Background: an optimization exercise with open tools, aiming at small area and a short achievable clock period. Do not read the settings as production practice. Only simulation tests tie the RTL to the original design; equivalence was not proved. Power and IR drop assume default switching activity.

== the reference run ==
==> module wdec, before the edit <==
module wdec(a, y);
	input [6:0] a;
	output [127:0] y;
	wire [7:0] lon0, lon1;
	wire [15:0] hin;
	pdec3 pl0(.a(a[2:0]), .yn(lon0));
	pdec3 pl1(.a(a[2:0]), .yn(lon1));
	pdec4 ph(.a(a[6:3]), .yn(hin));
	genvar i;
	for (i = 0; i < 64; i = i + 1) begin : w
		nor2g u(.a(lon0[i % 8]), .b(hin[i / 8]), .y(y[i]));
	end
	for (i = 64; i < 128; i = i + 1) begin : w1
		nor2g u(.a(lon1[i % 8]), .b(hin[i / 8]), .y(y[i]));
	end
endmodule
==> module pdec3, before the edit <==
module pdec3(a, yn);
	input [2:0] a;
	output [7:0] yn;
	assign yn = ~(8'd1 << a);
endmodule
==> module pdec4, before the edit <==
module pdec4(a, yn);
	input [3:0] a;
	output [15:0] yn;
	assign yn = ~(16'd1 << a);
endmodule
==> flow/config.mk <==
export PLATFORM = sky130hd
export DESIGN_NAME = datapath_mi
export DESIGN_NICKNAME = datapath_mi
export VERILOG_FILES = /design/flow/design.v
export SDC_FILE = /design/flow/constraint.sdc
export NUM_CORES = 4
export LEC_CHECK = 0
export CAP_MARGIN = 20
export CORE_MARGIN = 2
export CORE_UTILIZATION = 65
export CTS_BUF_LIST = sky130_fd_sc_hd__clkbuf_8
export CTS_CLUSTER_DIAMETER = 60
export CTS_CLUSTER_SIZE = 16
export SETUP_SLACK_MARGIN = 4
export SLEW_MARGIN = 20
export SYNTH_HIERARCHICAL = 1
export SYNTH_MINIMUM_KEEP_SIZE = 0
export TNS_END_PERCENT = 0
==> flow/constraint.sdc <==
create_clock -name core_clock -period 11.0 [get_ports {clk}]
set_input_delay 2.2000 -clock core_clock [delete_from_list [all_inputs] [get_ports {clk}]]
set_output_delay 2.2000 -clock core_clock [all_outputs]
set_load 0.01 [all_outputs]
standard.sh (not shown) runs the stock make flow with config.mk's settings and CLKGATE_MAP_FILE= SYNTH_SCRIPT=/design/flow/synth_recipe.tcl, a recipe that flattens the netlist after the stock synthesis.
==> flow/flow/run.sh <==
#!/bin/bash
set -euo pipefail
bash standard.sh BUFFER_PORTS_ARGS="-buffer_cell sky130_fd_sc_hd__buf_2" finish > standard_flow.log 2>&1
diff inputs: the reference run => the trial run
--- a/flow/design.v
+++ b/flow/design.v
@@ -214,35 +214,21 @@
 	nor2g y6(.a(n01[2]), .b(n2[1]), .y(y[6]));
 	assign y[7] = x;
 endmodule
 module wdec(a, y);
 	input [6:0] a;
 	output [127:0] y;
-	wire [7:0] lon0, lon1;
-	wire [15:0] hin;
-	pdec3 pl0(.a(a[2:0]), .yn(lon0));
-	pdec3 pl1(.a(a[2:0]), .yn(lon1));
-	pdec4 ph(.a(a[6:3]), .yn(hin));
+	wire [7:0] lo = 8'd1 << a[2:0];
+	wire [15:0] hi = 16'd1 << a[6:3];
+	wire [7:0] lon = ~lo;
+	wire [15:0] hin = ~hi;
 	genvar i;
-	for (i = 0; i < 64; i = i + 1) begin : w
-		nor2g u(.a(lon0[i % 8]), .b(hin[i / 8]), .y(y[i]));
-	end
-	for (i = 64; i < 128; i = i + 1) begin : w1
-		nor2g u(.a(lon1[i % 8]), .b(hin[i / 8]), .y(y[i]));
+	for (i = 0; i < 128; i = i + 1) begin : w
+		nor2g u(.a(lon[i % 8]), .b(hin[i / 8]), .y(y[i]));
 	end
 endmodule
-module pdec3(a, yn);
-	input [2:0] a;
-	output [7:0] yn;
-	assign yn = ~(8'd1 << a);
-endmodule
-module pdec4(a, yn);
-	input [3:0] a;
-	output [15:0] yn;
-	assign yn = ~(16'd1 << a);
-endmodule
 module wdece(a, en, y);
 	input [6:0] a;
 	input en;
 	output [127:0] y;
 	wire [7:0] lo = 8'd1 << a[2:0];
 	wire [15:0] hi = {16{en}} & (16'd1 << a[6:3]);
Going from the reference run to the trial run, peak per-stage delay on the critical path up 0.04 ns, fraction of layout instances using a drive strength above 1 moved up, sequential group share of total power down 0.6 points, worst hold margin roughly the same, via count went down. Compared with the reference run, the trial run shows a higher clock share of power. Looking at the reference run and the trial run, the horizontal die dimension is a wash. Comparing the reference run with the trial run, the area after synthesis came out essentially unchanged.

datapath_mi with an RTL version that a note above also has.
Size in the first run: roughly 1100 flip-flops, about 120 I/O pins.
Settings: LEC_CHECK=0, CAP_MARGIN=20, CORE_MARGIN=2, CORE_UTILIZATION=65, CTS_CLUSTER_DIAMETER=80, CTS_CLUSTER_SIZE=25, SETUP_SLACK_MARGIN=4, SLEW_MARGIN=20, SYNTH_HIERARCHICAL=1, SYNTH_MINIMUM_KEEP_SIZE=0, TNS_END_PERCENT=0; clock period 11.0 ns.
Scripts as last shown in full above: flow/flow/run.sh
Change:
--- a/flow/design.v
+++ b/flow/design.v
@@ -110,29 +110,24 @@
 			wire rn;
 			oai21 l5(.a1(ro[0]), .a2(ro[1]), .b1(ram_rd), .y(rn));
 			assign ramn[b] = rn;
 			othbit ob(.o_and(o_and), .o_or(o_or), .o_shl(o_shl), .o_shr(o_shr), .o_xor(o_xor),
 				.g(g[b]), .p(p[b]), .l(shl[b]), .r(shr[b]), .x(xb[b]));
 		end
 	endgenerate
 	wire [7:0] alun;
-	wire [7:0] y1, y0;
-	wire [7:0] cpos = {1'b0, 1'b0, 1'b0, 1'b0, g2[3], g2[2], 1'b0, ci};    
-	wire [7:0] cneg = {nc[7], nc[6], nc[5], nc[4], 1'b0, 1'b0, ng1[1], 1'b0};  
-	generate
-		for (b = 0; b < 8; b = b + 1) begin : fv
-			selv sv(.add(add), .p(p[b]), .x(xb[b]), .y1(y1[b]), .y0(y0[b]));
-			if (b == 0 || b == 2 || b == 3) begin : tp
-				muxi m(.s(cpos[b]), .a1(y1[b]), .a0(y0[b]), .y(alun[b]));
-			end else begin : tn
-				muxi m(.s(cneg[b]), .a1(y0[b]), .a0(y1[b]), .y(alun[b]));
-			end
-		end
-	endgenerate
+	finp f0(.p(p[0]), .c(ci),     .add(add), .x(xb[0]), .y(alun[0]));
+	finn f1(.p(p[1]), .cn(ng1[1]), .add(add), .x(xb[1]), .y(alun[1]));
+	finp f2(.p(p[2]), .c(g2[2]),  .add(add), .x(xb[2]), .y(alun[2]));
+	finp f3(.p(p[3]), .c(g2[3]),  .add(add), .x(xb[3]), .y(alun[3]));
+	finn f4(.p(p[4]), .cn(nc[4]), .add(add), .x(xb[4]), .y(alun[4]));
+	finn f5(.p(p[5]), .cn(nc[5]), .add(add), .x(xb[5]), .y(alun[5]));
+	finn f6(.p(p[6]), .cn(nc[6]), .add(add), .x(xb[6]), .y(alun[6]));
+	finn f7(.p(p[7]), .cn(nc[7]), .add(add), .x(xb[7]), .y(alun[7]));
 	generate
 		for (b = 0; b < 8; b = b + 1) begin : bo
 			nand2g uo(.a(ramn[b]), .b(alun[b]), .y(data[b]));
 			nand2g ui(.a(ramn[b]), .b(alun[b]), .y(bus[b]));
 		end
 	endgenerate
 	wire [7:0] cin = {~nc[7], ~nc[6], ~nc[5], ~nc[4], g2[3], g2[2], ~ng1[1], ci};
 	reg [7:0] F;
@@ -268,26 +263,25 @@
 	assign o_shr = en & (fs == 3'b101);
 	assign o_xor = en & (fs == 3'b110);
 endmodule
 module othbit(o_and, o_or, o_shl, o_shr, o_xor, g, p, l, r, x);
 	input o_and, o_or, o_shl, o_shr, o_xor, g, p, l, r;
 	output x;
 	assign x = (o_and & g) | (o_or & (g | p)) | (o_shl & l) | (o_shr & r) | (o_xor & p);
 endmodule
-module selv(add, p, x, y1, y0);
-	input add, p, x;
-	output y1, y0;
-	assign y1 = (add & ~p) | x;
-	assign y0 = (add & p) | x;
+module finp(p, c, add, x, y);
+	input p, c, add, x;
+	output y;
+	assign y = ~(add ? (p ^ c) : x);
 endmodule
-module muxi(s, a1, a0, y);
-	input s, a1, a0;
+module finn(p, cn, add, x, y);
+	input p, cn, add, x;
 	output y;
-	assign y = ~(s ? a1 : a0);
+	assign y = ~(add ? ~(p ^ cn) : x);
 endmodule
 module aoi222(a1, a2, b1, b2, c1, c2, y);
 	input a1, a2, b1, b2, c1, c2;
 	output y;
 	assign y = ~((a1 & a2) | (b1 & b2) | (c1 & c2));
 endmodule
 module aoi22(a1, a2, b1, b2, y);
 	input a1, a2, b1, b2;
Register-to-register slack got worse by 0.12 ns.
Maximum frequency barely changes.
Routed wire length shrinks by 1.4%.
First-iteration DRC count fell by 5.4%.
Cell count went down by 0.76%.
Final area falls by 0.50%.
Global-route usage came out lower by 0.26 points.
Power came out lower by 1.7%.

== build 28 ==
The RTL this note starts from:
==> flow/design.v <==
module datapath_mi(clk, rst, data, control_word, K, I, alu_status, r0, r1, r2, r3, r4, r5, r6, r7);
	input clk, rst;
	input [21:0] control_word;
	input [7:0] K;
	output [15:0] I;
	output [3:0] alu_status;
	output [7:0] data, r0, r1, r2, r3, r4, r5, r6, r7;
	wire sl     = control_word[21];
	wire il     = control_word[20];
	wire pcl    = control_word[19];
	wire mr     = control_word[18];
	wire mw     = control_word[17];
	wire b_sel  = control_word[16];
	wire a_sel  = control_word[15];
	wire en_alu = control_word[14];
	wire ci     = control_word[13];
	wire [2:0] FS = control_word[12:10];
	wire w      = control_word[9];
	wire [2:0] SB = control_word[8:6];
	wire [2:0] SA = control_word[5:3];
	wire [2:0] DA = control_word[2:0];
	reg [7:0] R [0:6];
	reg [7:0] PC;
	reg [7:0] IR;
	reg [3:0] ST;
	wire [7:0] sela, selb;
	opdec deca(.s(SA), .x(a_sel), .y(sela));
	opdec decb(.s(SB), .x(b_sel), .y(selb));
	wire [7:0] A, B;       
	wire inv = FS[0] & FS[1];
	wire [7:0] g, p;       
	genvar i, b, k;
	generate
		for (b = 0; b < 8; b = b + 1) begin : op
			mux8 ma(.s(sela), .d({PC[b], R[6][b], R[5][b], R[4][b], R[3][b], R[2][b], R[1][b], R[0][b]}), .y(A[b]));
			mux8 mb(.s(selb), .d({K[b], R[6][b], R[5][b], R[4][b], R[3][b], R[2][b], R[1][b], R[0][b]}), .y(B[b]));
			pgx u(.a(A[b]), .b(B[b]), .inv(inv), .g(g[b]), .p(p[b]));
		end
	endgenerate
	wire [7:1] ng1;
	wire [7:2] np1;
	aoi21 l1_1(.a1(p[0]), .a2(ci), .b1(g[0]), .y(ng1[1]));
	generate
		for (k = 2; k <= 7; k = k + 1) begin : l1
			aoi21 ug(.a1(p[k-1]), .a2(g[k-2]), .b1(g[k-1]), .y(ng1[k]));
			nand2g up(.a(p[k-1]), .b(p[k-2]), .y(np1[k]));
		end
	endgenerate
	wire nci, c1;
	invg ici(.a(ci), .y(nci));
	invg ic1(.a(ng1[1]), .y(c1));
	wire [7:2] g2;
	wire [7:4] p2;
	oai21 l2_2(.a1(np1[2]), .a2(nci), .b1(ng1[2]), .y(g2[2]));
	oai21 l2_3(.a1(np1[3]), .a2(ng1[1]), .b1(ng1[3]), .y(g2[3]));
	generate
		for (k = 4; k <= 7; k = k + 1) begin : l2
			oai21 ug(.a1(np1[k]), .a2(ng1[k-2]), .b1(ng1[k]), .y(g2[k]));
			nor2g up(.a(np1[k]), .b(np1[k-2]), .y(p2[k]));
		end
	endgenerate
	wire [7:4] nc;
	aoi21 l3_4(.a1(p2[4]), .a2(ci), .b1(g2[4]), .y(nc[4]));
	aoi21 l3_5(.a1(p2[5]), .a2(c1), .b1(g2[5]), .y(nc[5]));
	aoi21 l3_6(.a1(p2[6]), .a2(g2[2]), .b1(g2[6]), .y(nc[6]));
	aoi21 l3_7(.a1(p2[7]), .a2(g2[3]), .b1(g2[7]), .y(nc[7]));
	wire cout = g[7] | (p[7] & ~nc[7]);
	wire [7:0] shl, shr;
	shifter sh(.a(A), .sh(B[2:0]), .l(shl), .r(shr));
	wire o_and, o_or, o_shl, o_shr, o_xor, add;
	fdec fd(.fs(FS), .en(en_alu), .o_and(o_and), .o_or(o_or), .o_shl(o_shl), .o_shr(o_shr), .o_xor(o_xor), .add(add));
	wire ram_rd = mr & ~mw & ~K[7] & ~en_alu;    
	wire ram_wr = mw & ~K[7];
	wire [7:0] lo = 8'd1 << K[2:0];
	wire [15:0] hi = 16'd1 << K[6:3];
	wire [127:0] rsel, wsel;
	wire [7:0] xb;      
	wire [7:0] q [0:127];
	generate
		for (i = 0; i < 128; i = i + 1) begin : word
			assign rsel[i] = lo[i % 8] & hi[i / 8] & ram_rd;
			assign wsel[i] = lo[i % 8] & hi[i / 8] & ram_wr;
			reg [7:0] m;
			always @(posedge clk) if (wsel[i]) m <= data;
			assign q[i] = m;
		end
		for (b = 0; b < 8; b = b + 1) begin : rd
			wire [42:0] y;
			for (k = 0; k < 42; k = k + 1) begin : l1
				aoi222 u(.a1(rsel[3*k]), .a2(q[3*k][b]),
					.b1(rsel[3*k+1]), .b2(q[3*k+1][b]),
					.c1(rsel[3*k+2]), .c2(q[3*k+2][b]), .y(y[k]));
			end
			aoi22 l1_last(.a1(rsel[126]), .a2(q[126][b]),
				.b1(rsel[127]), .b2(q[127][b]), .y(y[42]));
			wire [10:0] z;
			for (k = 0; k < 10; k = k + 1) begin : l2
				nand4g u(.a(y[4*k]), .b(y[4*k+1]), .c(y[4*k+2]), .d(y[4*k+3]), .y(z[k]));
			end
			nand3g l2_last(.a(y[40]), .b(y[41]), .c(y[42]), .y(z[10]));
			wire [2:0] u;
			nor4g l3_0(.a(z[0]), .b(z[1]), .c(z[2]), .d(z[3]), .y(u[0]));
			nor4g l3_1(.a(z[4]), .b(z[5]), .c(z[6]), .d(z[7]), .y(u[1]));
			nor3g l3_2(.a(z[8]), .b(z[9]), .c(z[10]), .y(u[2]));
			othbit ob(.o_and(o_and), .o_or(o_or), .o_shl(o_shl), .o_shr(o_shr), .o_xor(o_xor),
				.g(g[b]), .p(p[b]), .l(shl[b]), .r(shr[b]), .u0(u[0]), .u1(u[1]), .u2(u[2]), .x(xb[b]));
		end
	endgenerate
	finp f0(.p(p[0]), .c(ci),     .add(add), .x(xb[0]), .y(data[0]));
	finn f1(.p(p[1]), .cn(ng1[1]), .add(add), .x(xb[1]), .y(data[1]));
	finp f2(.p(p[2]), .c(g2[2]),  .add(add), .x(xb[2]), .y(data[2]));
	finp f3(.p(p[3]), .c(g2[3]),  .add(add), .x(xb[3]), .y(data[3]));
	finn f4(.p(p[4]), .cn(nc[4]), .add(add), .x(xb[4]), .y(data[4]));
	finn f5(.p(p[5]), .cn(nc[5]), .add(add), .x(xb[5]), .y(data[5]));
	finn f6(.p(p[6]), .cn(nc[6]), .add(add), .x(xb[6]), .y(data[6]));
	finn f7(.p(p[7]), .cn(nc[7]), .add(add), .x(xb[7]), .y(data[7]));
	wire [7:0] cin = {~nc[7], ~nc[6], ~nc[5], ~nc[4], g2[3], g2[2], ~ng1[1], ci};
	reg [7:0] F;
	always @* begin
		case (FS)
			3'b000: F = g;
			3'b001: F = g | p;
			3'b010: F = p ^ cin;
			3'b011: F = p ^ cin;
			3'b100: F = shl;
			3'b101: F = shr;
			3'b110: F = p;
			default: F = 8'd0;
		endcase
	end
	wire Z = (F == 8'd0);
	wire N = F[7];
	wire C = cout;
	wire V = ~(A[7] ^ B[7] ^ inv) & (F[7] ^ A[7]);
	reg [7:0] rom;
	always @* begin
		if (PC[7:4] != 4'd0 || PC[3:2] == 2'b11) rom = 8'h00;
		else case (PC[1:0])
			2'd0: rom = 8'h12;
			2'd1: rom = 8'h43;
			2'd2: rom = 8'h67;
			default: rom = 8'h98;
		endcase
	end
	integer j;
	always @(posedge clk or posedge rst) begin
		if (rst) begin
			for (j = 0; j < 7; j = j + 1) R[j] <= 8'd0;
			PC <= 8'd0;
			IR <= 8'd0;
			ST <= 4'd0;
		end else begin
			if (w && DA != 3'd7) R[DA] <= data;
			if (sl) ST <= {V, C, N, Z};
			if (pcl) PC <= data;
			if (il) IR <= rom;
		end
	end
	assign I = {8'd0, IR};
	assign alu_status = ST;
	assign r0 = R[0];
	assign r1 = R[1];
	assign r2 = R[2];
	assign r3 = R[3];
	assign r4 = R[4];
	assign r5 = R[5];
	assign r6 = R[6];
	assign r7 = 8'd0;
endmodule
module opdec(s, x, y);
	input [2:0] s;
	input x;
	output [7:0] y;
	assign y[0] = ~x & (s == 3'd0);
	assign y[1] = ~x & (s == 3'd1);
	assign y[2] = ~x & (s == 3'd2);
	assign y[3] = ~x & (s == 3'd3);
	assign y[4] = ~x & (s == 3'd4);
	assign y[5] = ~x & (s == 3'd5);
	assign y[6] = ~x & (s == 3'd6);
	assign y[7] = x;
endmodule
module mux8(s, d, y);
	input [7:0] s, d;
	output y;
	assign y = |(s & d);
endmodule
module pgx(a, b, inv, g, p);
	input a, b, inv;
	output g, p;
	assign g = a & (b ^ inv);
	assign p = a ^ b ^ inv;
endmodule
module shifter(a, sh, l, r);
	input [7:0] a;
	input [2:0] sh;
	output [7:0] l, r;
	assign l = a << sh;
	assign r = a >> sh;
endmodule
module fdec(fs, en, o_and, o_or, o_shl, o_shr, o_xor, add);
	input [2:0] fs;
	input en;
	output o_and, o_or, o_shl, o_shr, o_xor, add;
	assign o_and = en & (fs == 3'b000);
	assign o_or  = en & (fs == 3'b001);
	assign add   = en & (fs[2:1] == 2'b01);
	assign o_shl = en & (fs == 3'b100);
	assign o_shr = en & (fs == 3'b101);
	assign o_xor = en & (fs == 3'b110);
endmodule
module othbit(o_and, o_or, o_shl, o_shr, o_xor, g, p, l, r, u0, u1, u2, x);
	input o_and, o_or, o_shl, o_shr, o_xor, g, p, l, r, u0, u1, u2;
	output x;
	assign x = (o_and & g) | (o_or & (g | p)) | (o_shl & l) | (o_shr & r) | (o_xor & p)
		| ~(u0 & u1 & u2);
endmodule
module finp(p, c, add, x, y);
	input p, c, add, x;
	output y;
	assign y = add ? (p ^ c) : x;
endmodule
module finn(p, cn, add, x, y);
	input p, cn, add, x;
	output y;
	assign y = add ? ~(p ^ cn) : x;
endmodule
module aoi222(a1, a2, b1, b2, c1, c2, y);
	input a1, a2, b1, b2, c1, c2;
	output y;
	assign y = ~((a1 & a2) | (b1 & b2) | (c1 & c2));
endmodule
module aoi22(a1, a2, b1, b2, y);
	input a1, a2, b1, b2;
	output y;
	assign y = ~((a1 & a2) | (b1 & b2));
endmodule
module nand4g(a, b, c, d, y);
	input a, b, c, d;
	output y;
	assign y = ~(a & b & c & d);
endmodule
module nand3g(a, b, c, y);
	input a, b, c;
	output y;
	assign y = ~(a & b & c);
endmodule
module nor4g(a, b, c, d, y);
	input a, b, c, d;
	output y;
	assign y = ~(a | b | c | d);
endmodule
module nor3g(a, b, c, y);
	input a, b, c;
	output y;
	assign y = ~(a | b | c);
endmodule
module aoi21(a1, a2, b1, y);
	input a1, a2, b1;
	output y;
	assign y = ~((a1 & a2) | b1);
endmodule
module oai21(a1, a2, b1, y);
	input a1, a2, b1;
	output y;
	assign y = ~((a1 | a2) & b1);
endmodule
module nand2g(a, b, y);
	input a, b;
	output y;
	assign y = ~(a & b);
endmodule
module nor2g(a, b, y);
	input a, b;
	output y;
	assign y = ~(a | b);
endmodule
module invg(a, y);
	input a;
	output y;
	assign y = ~a;
endmodule
clock: 11.0 ns
lec_check: 0
cap_margin: 20
core_margin: 2
core_utilization: 55
cts_cluster_diameter: 80
cts_cluster_size: 25
setup_slack_margin: 4
slew_margin: 20
synth_hierarchical: 1
synth_minimum_keep_size: 0
Scripts as last shown in full above: flow/flow/run.sh
Input-level comparison between build 10 and build 28:
--- a/flow/design.v
+++ b/flow/design.v
@@ -17,10 +17,11 @@
 	wire [2:0] FS = control_word[12:10];
 	wire w      = control_word[9];
 	wire [2:0] SB = control_word[8:6];
 	wire [2:0] SA = control_word[5:3];
 	wire [2:0] DA = control_word[2:0];
+	wire [7:0] bus;       
 	reg [7:0] R [0:6];
 	reg [7:0] PC;
 	reg [7:0] IR;
 	reg [3:0] ST;
 	wire [7:0] sela, selb;
@@ -79,11 +80,11 @@
 	generate
 		for (i = 0; i < 128; i = i + 1) begin : word
 			assign rsel[i] = lo[i % 8] & hi[i / 8] & ram_rd;
 			assign wsel[i] = lo[i % 8] & hi[i / 8] & ram_wr;
 			reg [7:0] m;
-			always @(posedge clk) if (wsel[i]) m <= data;
+			always @(posedge clk) if (wsel[i]) m <= bus;
 			assign q[i] = m;
 		end
 		for (b = 0; b < 8; b = b + 1) begin : rd
 			wire [42:0] y;
 			for (k = 0; k < 42; k = k + 1) begin : l1
@@ -112,10 +113,18 @@
 	finp f3(.p(p[3]), .c(g2[3]),  .add(add), .x(xb[3]), .y(data[3]));
 	finn f4(.p(p[4]), .cn(nc[4]), .add(add), .x(xb[4]), .y(data[4]));
 	finn f5(.p(p[5]), .cn(nc[5]), .add(add), .x(xb[5]), .y(data[5]));
 	finn f6(.p(p[6]), .cn(nc[6]), .add(add), .x(xb[6]), .y(data[6]));
 	finn f7(.p(p[7]), .cn(nc[7]), .add(add), .x(xb[7]), .y(data[7]));
+	finp fi0(.p(p[0]), .c(ci),     .add(add), .x(xb[0]), .y(bus[0]));
+	finn fi1(.p(p[1]), .cn(ng1[1]), .add(add), .x(xb[1]), .y(bus[1]));
+	finp fi2(.p(p[2]), .c(g2[2]),  .add(add), .x(xb[2]), .y(bus[2]));
+	finp fi3(.p(p[3]), .c(g2[3]),  .add(add), .x(xb[3]), .y(bus[3]));
+	finn fi4(.p(p[4]), .cn(nc[4]), .add(add), .x(xb[4]), .y(bus[4]));
+	finn fi5(.p(p[5]), .cn(nc[5]), .add(add), .x(xb[5]), .y(bus[5]));
+	finn fi6(.p(p[6]), .cn(nc[6]), .add(add), .x(xb[6]), .y(bus[6]));
+	finn fi7(.p(p[7]), .cn(nc[7]), .add(add), .x(xb[7]), .y(bus[7]));
 	wire [7:0] cin = {~nc[7], ~nc[6], ~nc[5], ~nc[4], g2[3], g2[2], ~ng1[1], ci};
 	reg [7:0] F;
 	always @* begin
 		case (FS)
 			3'b000: F = g;
@@ -148,13 +157,13 @@
 			for (j = 0; j < 7; j = j + 1) R[j] <= 8'd0;
 			PC <= 8'd0;
 			IR <= 8'd0;
 			ST <= 4'd0;
 		end else begin
-			if (w && DA != 3'd7) R[DA] <= data;
+			if (w && DA != 3'd7) R[DA] <= bus;
 			if (sl) ST <= {V, C, N, Z};
-			if (pcl) PC <= data;
+			if (pcl) PC <= bus;
 			if (il) IR <= rom;
 		end
 	end
 	assign I = {8'd0, IR};
 	assign alu_status = ST;
Notes after the runs:
The switching power summed over all nets in build 10 sits 99 uW below the value recorded for build 28.
Compared with build 28, build 10 shows a lower maximum net fanout on the critical path.
[build 10] relative max-transition margin rose 1.6 points relative to build 28
Looking at count of plain and timing-repair buffers, build 10 sits 87 below build 28.
Build 28 and build 10 ended up with roughly the same multi-input combinational area share.

[port drivers added, routing unchanged]
Ports are ideal in the flow. The routed layouts listed here were re-timed in OpenROAD.
Step 1 assumes that a clkbuf_16 drives the clock port and a buf_2 every other input.
Step 2 moves the port delays by t, midway between the first and last clock arrival at a register: inputs arrive t later, outputs are due t later. That takes back most of the time a late clock gives input paths.
a / b / c = ideal ports / drivers / drivers and shift; a / b = the first two.
run | shift t [ns] | setup WS [ns] | worst register clock-pin slew, ns
the reference run | 0.776 | 3.685 / 3.664 / 3.664 | 0.11 / 0.11
the trial run | 0.787 | 3.963 / 3.893 / 3.893 | 0.11 / 0.11
the first run of note 2 | 0.696 | 3.947 / 3.897 / 3.897 | 0.10 / 0.10
the second run of note 2 | 0.707 | 3.964 / 3.902 / 3.902 | 0.10 / 0.10
build 28 | 0.716 | 3.275 / 3.210 / 2.963 | 0.10 / 0.10
build 10 | 0.709 | 3.467 / 3.406 / 3.406 | 0.10 / 0.10
After both steps every run listed still meets setup and hold. The setup slack of build 28, which loses most, moves by -0.065 ns with the drivers and by -0.312 ns with both steps.
